Context: an optimization exercise on an open-source flow, tuned for small area and a short achievable clock period. The choices shown serve that exercise and are no tape-out recipe.
Only simulation tests tie the RTL to the original design; equivalence was not proved.
Power and IR drop assume default switching activity.

## flow/design.v

```verilog
`timescale 1ns / 1ps
module rob(
    input clk,
    input reset,
    input logic [3:0] inserted,
    input logic [4:0] archReg0,
    input logic [7:0] physReg0,
    input logic [10:0] opcode0,
    input logic [4:0] archReg1,
    input logic [7:0] physReg1,
    input logic [10:0] opcode1,
    input logic [4:0] archReg2,
    input logic [7:0] physReg2,
    input logic [10:0] opcode2,
    input logic [4:0] archReg3,
    input logic [7:0] physReg3,
    input logic [10:0] opcode3,
    input logic flushInst,
    input logic [6:0] flushIndex,
    input logic exception,
    input logic [6:0] exceptionIndex,
    input logic [3:0] executed,
    input logic [6:0] executedIndex0,
    input logic [6:0] executedIndex1,
    input logic [6:0] executedIndex2,
    input logic [6:0] executedIndex3,
    output logic [2:0] numCommited,
    output logic [3:0] commitValid,
    output logic [4:0] commitArchReg0,
    output logic [7:0] commitPhysReg0,
    output logic [10:0] commitOpcode0,
    output logic [4:0] commitArchReg1,
    output logic [7:0] commitPhysReg1,
    output logic [10:0] commitOpcode1,
    output logic [4:0] commitArchReg2,
    output logic [7:0] commitPhysReg2,
    output logic [10:0] commitOpcode2,
    output logic [4:0] commitArchReg3,
    output logic [7:0] commitPhysReg3,
    output logic [10:0] commitOpcode3,
    output logic full
);
    logic [26:0] Q[127:0];
    logic [6:0] head;
    logic [6:0] head_next;
    logic [6:0] tail;
    logic [6:0] tail_next;
    logic [6:0] sum_head;
    logic [6:0] sum_tail;
    logic [26:0] inserted_0_reg;
    logic [26:0] inserted_1_reg;
    logic [26:0] inserted_2_reg;
    logic [26:0] inserted_3_reg;
    logic executed_0_reg;
    logic executed_1_reg;
    logic executed_2_reg;
    logic executed_3_reg;
    logic flushbit;
    logic exceptionbit;
    logic [3:0] executedCommitTime;    
    logic [3:0] validCommitTime;
    logic [3:0] exceptionCommitTime;
    logic full_reg;
    logic [7:0] full_count;
    logic [2:0] insert_amount;
    logic [2:0] retire_amount;
    logic [3:0] retireMask;
    logic [6:0] head_p1, head_p2, head_p3;
    logic [6:0] tail_p1, tail_p2, tail_p3;
    assign head_p1 = head + 7'd1;
    assign head_p2 = head + 7'd2;
    assign head_p3 = head + 7'd3;
    assign tail_p1 = tail + 7'd1;
    assign tail_p2 = tail + 7'd2;
    assign tail_p3 = tail + 7'd3;
    assign full = full_reg;
    assign insert_amount = (full_reg) ? 0:({2'b0, inserted[0]} + {2'b0, inserted[1]} + {2'b0, inserted[2]} + {2'b0, inserted[3]});
    assign tail_next = (full_reg) ? tail:(tail + insert_amount);
    assign full_reg = (full_count > 124);
    assign flushbit = (flushInst) ? 1'b0 : Q[flushIndex][0];
    assign exceptionbit = (exception) ? 1'b1 : Q[exceptionIndex][1];
    assign executedCommitTime = {Q[head_p3][2], Q[head_p2][2], Q[head_p1][2], Q[head][2]};
    assign validCommitTime = {Q[head_p3][0], Q[head_p2][0], Q[head_p1][0], Q[head][0]};
    assign exceptionCommitTime = {Q[head_p3][1], Q[head_p2][1], Q[head_p1][1], Q[head][1]};
    assign inserted_0_reg = (full_reg) ? Q[tail]:{archReg0, physReg0, opcode0, 1'b0, 1'b0, 1'b1}; 
    assign inserted_1_reg = (full_reg) ? Q[tail_p1]:{archReg1, physReg1, opcode1, 1'b0, 1'b0, 1'b1}; 
    assign inserted_2_reg = (full_reg) ? Q[tail_p2]:{archReg2, physReg2, opcode2, 1'b0, 1'b0, 1'b1};      
    assign inserted_3_reg = (full_reg) ? Q[tail_p3]:{archReg3, physReg3, opcode3, 1'b0, 1'b0, 1'b1}; 
    assign executed_0_reg = (executed[0]) ? 1'b1 : Q[executedIndex0][2];
    assign executed_1_reg = (executed[1]) ? 1'b1 : Q[executedIndex1][2];    
    assign executed_2_reg = (executed[2]) ? 1'b1 : Q[executedIndex2][2];
    assign executed_3_reg = (executed[3]) ? 1'b1 : Q[executedIndex3][2];
    always_comb begin
        casex (executedCommitTime)
            4'bxxx0:begin
            head_next = head + 0;
            numCommited = 0;
            retireMask = 4'b0000;
            end
            4'bxx01: begin
            head_next = head + 1;
            retireMask = 4'b0001;
            numCommited = {2'b0,validCommitTime[0] & (~exceptionCommitTime[0])};
            end
            4'bx011:begin
            head_next = head + 2;
            retireMask = 4'b0011;
            numCommited = {2'b0,validCommitTime[0] & (~exceptionCommitTime[0])} + {2'b0,validCommitTime[1] & (~exceptionCommitTime[1])}; 
            end
            4'b0111:begin
            head_next = head + 3;
            retireMask = 4'b0111;
            numCommited = {2'b0,validCommitTime[0] & (~exceptionCommitTime[0])} + {2'b0,validCommitTime[1] & (~exceptionCommitTime[1])} + {2'b0,validCommitTime[2] & (~exceptionCommitTime[2])};   
            end
            4'b1111:begin
            head_next = head + 4;            
            retireMask = 4'b1111;
            numCommited = {2'b0,validCommitTime[0] & (~exceptionCommitTime[0])} + {2'b0,validCommitTime[1] & (~exceptionCommitTime[1])} + {2'b0,validCommitTime[2] & (~exceptionCommitTime[2])} + {2'b0,validCommitTime[3] & (~exceptionCommitTime[3])};    
            end
            default:begin            
            head_next = head + 0;
            numCommited = 0;
            retireMask = 4'b0000;
            end
        endcase
    end
    assign retire_amount = {2'b0, retireMask[0]} + {2'b0, retireMask[1]} + {2'b0, retireMask[2]} + {2'b0, retireMask[3]};
    assign commitValid = retireMask & validCommitTime & (~exceptionCommitTime);
    assign {commitArchReg0, commitPhysReg0, commitOpcode0} = Q[head][26:3];
    assign {commitArchReg1, commitPhysReg1, commitOpcode1} = Q[head_p1][26:3];
    assign {commitArchReg2, commitPhysReg2, commitOpcode2} = Q[head_p2][26:3];
    assign {commitArchReg3, commitPhysReg3, commitOpcode3} = Q[head_p3][26:3];
    always_ff @ (posedge clk) begin
        if(~reset) begin
           for (int r = 0; r < 128; r++) Q[r] <= 27'b0;
           head <= 0;
           tail <= 0;
           full_count <= 0;
        end
        else begin
            full_count <= full_count + insert_amount - retire_amount;
            Q[tail] <= inserted_0_reg;
            Q[tail_p1] <= inserted_1_reg;
            Q[tail_p2] <= inserted_2_reg;
            Q[tail_p3] <= inserted_3_reg;
            tail <= tail_next;   
            if (flushInst) Q[flushIndex][0] <= flushbit;
            if (exception) Q[exceptionIndex][1] <= exceptionbit;
            if (executed[0]) Q[executedIndex0][2] <= executed_0_reg;
            if (executed[1]) Q[executedIndex1][2] <= executed_1_reg;
            if (executed[2]) Q[executedIndex2][2] <= executed_2_reg;
            if (executed[3]) Q[executedIndex3][2] <= executed_3_reg;
            head <= head_next;
        end
    end
endmodule
```

## flow/run.sh

```bash
#!/bin/bash
# synth_recipe.tcl (not shown) runs the flow's synth.tcl, then flattens the netlist and writes it again
# the make line also repeats each setting of config.mk as NAME=value (left out here)
make -C /OpenROAD-flow-scripts/flow DESIGN_CONFIG=/design/flow/config.mk WORK_HOME=/design/flow/orfs CLKGATE_MAP_FILE= SYNTH_SCRIPT=/design/flow/synth_recipe.tcl finish
```

## flow/config.mk

```make
export PLATFORM = sky130hd
export DESIGN_NAME = rob
export DESIGN_NICKNAME = rob
export VERILOG_FILES = /design/flow/design.v
export SDC_FILE = /design/flow/constraint.sdc
export NUM_CORES = 8
export LEC_CHECK = 0
export CAP_MARGIN = 40
export CORE_MARGIN = 2
export CORE_UTILIZATION = 25
export PLACE_DENSITY = 0.32
export SETUP_SLACK_MARGIN = 0.3
export SLEW_MARGIN = 40
```

## flow/constraint.sdc

```tcl
create_clock -name core_clock -period 12.0 [get_ports {clk}]
set_input_delay 2.4000 -clock core_clock [delete_from_list [all_inputs] [get_ports {clk}]]
set_output_delay 2.4000 -clock core_clock [all_outputs]
set_load 0.01 [all_outputs]
```

==> run notes <==
outcome timing/DRC/antenna clean; largest net degree at the start of global routing 143; synth warn 1; P_int about 26 mW; pre-CTS worst setup slack 2610 ps; simple-gate share of the synthesized area 10.8%; fill count 115293; Worst EP arrival 8480 ps; drt first pass iters 15; syn avg cell area ~12 um2; Critical path destination commitOpcode3[8]; Post-Synth Adder-Cell Area 0.190%; Longest Clk Path Bufs 5; HPWL Detailed 1580000 um; Leak Pwr 110 nW; Post-synth EDFFs ~3100; Slew headroom about 22%; Mapped Nets between 20000 and 25000; part of the power in registers about 34%; Tot GR Track Use 41.5%; sequential share of the synthesized area 35.3%; number of global-route vias before repair 258413; PostCTS Resize Cnt 0; total grt overflow 0; final setup vio count 0; FF-to-FF End full_count[7]; Residual DRC 0; MaxCap Viol Count 0; die area 1.15 mm2; Starting Density between 20% and 30%; Post-Route WL ~2500000 um; clock latency on the worst-skew pair between 1000 and 1500 ps; wire per inst roughly 62 um; Fmax approximately 0.09 GHz; vias per inst 7.42; Buf/Inv on CP 7; setup bufs post-CTS 0; initial antenna violation count 592; Sum Neg Setup Slack 0 ps; Reg2Reg Setup Slack between 4000 and 5000 ps; io pins roughly 250; top_reg_cell synth edfxtp_1; Die W about 1100 um; synth unique cells 87; Worst Max-Slew Pin Slew roughly 1200 ps; Worst-path clk slew around 60 ps; routed via count slightly below 300k; Critical Path Source Type flop; commonest cells in the netlist nand2_1 (5440), mux4_2 (4179), edfxtp_1 (3072); clock power share between 30% and 40%; CTS tree built; nets roughly 23000; first-pass GRT wire length 3090000 um; Synth Area in Compound Gates about 15%; Worst Skew 126 ps; delay-heaviest family, CP buffers and inverters; instance count on the critical path 13; r2r startpoint head[1]; #FFs+latches synth 3485; Antenna Nets Post-Route 0; Fin. Hold Viols 0; Top cell by count, worst path buf_12; H-tree depth 6; synthesized area 0.285 mm2; GPL Wtd Cong ~1.0; Cell Pwr Density between 100 and 150 mW/mm2; Slew Viols, Final 0; switching share of power approximately two fifths; Mapped Cells ~24000; Iteration-0 DRC Markers 80688; area post-placement between 0.3 and 0.4 mm2; slack of the critical path ~1100 ps; cts bufs inserted about 530; Async S/R FF share, synth 0%; Tmin final approximately 11000 ps; critical path type flop to output port; synth top area cells mux4_2 (33%), edfxtp_1 (32%), a222oi_1 (10%); RSZ-0062 raised after global routing no; main combinational cell family by area after synthesis multiplexers; mux contribution to synthesized area between 30% and 40%; Worst Path Max Fanout 86; Worst Setup End Kind output port; worst hold path type flop to flop; Final Cycle Share between 90% and 100%; Slowest-stage cell, CP dfxtp_4; core area around 1.1 mm2; Critical Path Source head[1]; total net switching power 17.1 mW; CTS Root Cell clkbuf_16; Die Y about 1100 um; share of cells above drive strength 1 between 30% and 40%; Yosys top cell by area mux4_2; port bufs around 250; CTS Sinks between 3000 and 4000; most common cell in the netlist nand2_1; area delta synth->final 17.0%; # hold bufs at CTS 0; Design Area, Final 0.334 mm2; area share of the largest cell type after synthesis around 33%; Post-Synth XOR/XNOR Area less than 1%; Rows approximately 400; Worst path max stage delay about 900 ps; Comb pwr share around 29%; worst vdd ir ~0.18 mV; crit-path cells inv_2 > buf_4 > ha_4 > buf_12 > buf_12 > buf_12 > buf_12 > mux4_2 > mux4_2 > mux4_2 > nand2_1 > nand2_1 > clkdlybuf4s50_1; R2R depth 24; WP data required ~9600 ps
==> flip-flops by register name, indices dropped and copies added (netlist names), named ones only <==
signal,cells
Q,3456
full_count,8
head,7
tail,7
==> cells in the final DEF (no fill, tap or decap), types with 116 or more instances in the layout <==
cell / n
nor2_1: 1050
nand2_1: 5304
mux4_2: 4178
a22oi_1: 133
a222oi_1: 2975
a21oi_1: 987
diode_2: 1542
clkbuf_16: 548
dfxtp_1: 402
clkinv_1: 116
buf_12: 127
o22ai_1: 252
nor2_4: 333
clkbuf_1: 128
clkdlybuf4s50_1: 140
buf_4: 1129
nor2_2: 133
buf_6: 288
nand3_1: 252
edfxtp_1: 3072
==> tightest hold or removal path: stages (launching register included) <==
cell     delay (ps)
dfxtp_1         320
nand2_1          40
o21ai_0          50
==> routing by layer <==
metal | wire, um | GRT usage, % | vias to the layer above
met4 | 248000 | 35.4 | 247
met3 | 396000 | 22.1 | 7223
met1 | 853000 | 48.2 | 156366
met2 | 982000 | 54.8 | 33137
li1 | - | - | 100590
met5 | 8020 | 4.24 | -
==> power groups by stage <==
stage | combinational, mW | sequential [mW] | clock (mW)
after floorplan | 4.59 | 14.7 | 0
after global placement | 11.1 | 15.1 | 0
after detailed placement | 11.2 | 15.1 | 0
after CTS | 11.3 | 14.9 | 15.9
after global routing | 11.9 | 15.0 | 16.3
final | 12.4 | 14.9 | 16.0
==> worst min path at each step <==
stage,startpoint,to,slack [ps],cells after the start
4_1_cts,Q[114][1],Q[114][1],450,2
6_report,Q[114][1],Q[114][1],450,2
3_3_place_gp,Q[114][1],Q[114][1],430,2
3_5_place_dp,Q[116][1],Q[116][1],440,2
5_1_grt,Q[107][0],Q[107][0],470,2
2_1_floorplan,Q[71][1],Q[71][1],420,2
==> layout make-up <==
class                           instances  area [um2]  area share [%]
Timing Repair Buffer                 1791       17800            5.35
Clock buffer                          688       14300            4.30
Tap cell                            15169       19000            5.69
Antenna cell                         1542        3860            1.16
Clock inverter                        231        1830           0.549
Multi-Input combinational cell      17070      176000            52.7
Inverter                              122         503           0.151
Sequential cell                      3485      101000            30.1
==> cell families (layout without fill, tap and decap cells) <==
kind of cell	after synthesis	in the layout
buffers and inverters	3832	2832
flip-flops	3485	3485
AO/OA/AOI/OAI	4860	4860
multiplexers	4346	4346
other	0	1542
adder cells (fa/ha/maj)	38	38
XOR/XNOR	51	51
AND/OR/NAND/NOR	7775	7775
==> per-stage QoR <==
step / instances / hold slack, ps / utilization, % / power [mW]
final: 40098 / 447 / 29.3 / 43.3
after floorplan: 24387 / 416 / - / 19.3
after detailed placement: 37587 / 436 / 27.4 / 26.3
after global placement: 37466 / 425 / 27.1 / 26.2
after CTS: 38506 / 449 / 28.9 / 42.0
after global routing: 39652 / 468 / 29.2 / 43.2

port drivers added, routing unchanged:
No port has a modelled driver above. Below, the same layout with a new extraction and two added sets of constraints. Step 1 sets driving cells, clkbuf_16 on the clock port and buf_2 on the other inputs (assumed; they add their load-dependent delay and slew). Step 2 adds t to the input delays and takes it off the output delays; t is the mean of the earliest and latest rising clock arrival at the registers after step 1. Input paths then give back, and output paths get back, about the clock's delay inside the block. Slacks: no drivers / after step 1 / after step 2; pairs: no drivers / after step 1.
t (ns): 1.397
setup WS [ns]: 1.119 / 0.930 / 2.327
hold slack, ns: 0.447 / 0.447 / 0.447
After both steps this run still meets setup and hold. For this run, drivers alone change the setup slack by -0.189 ns; drivers and shift together by +1.208 ns.
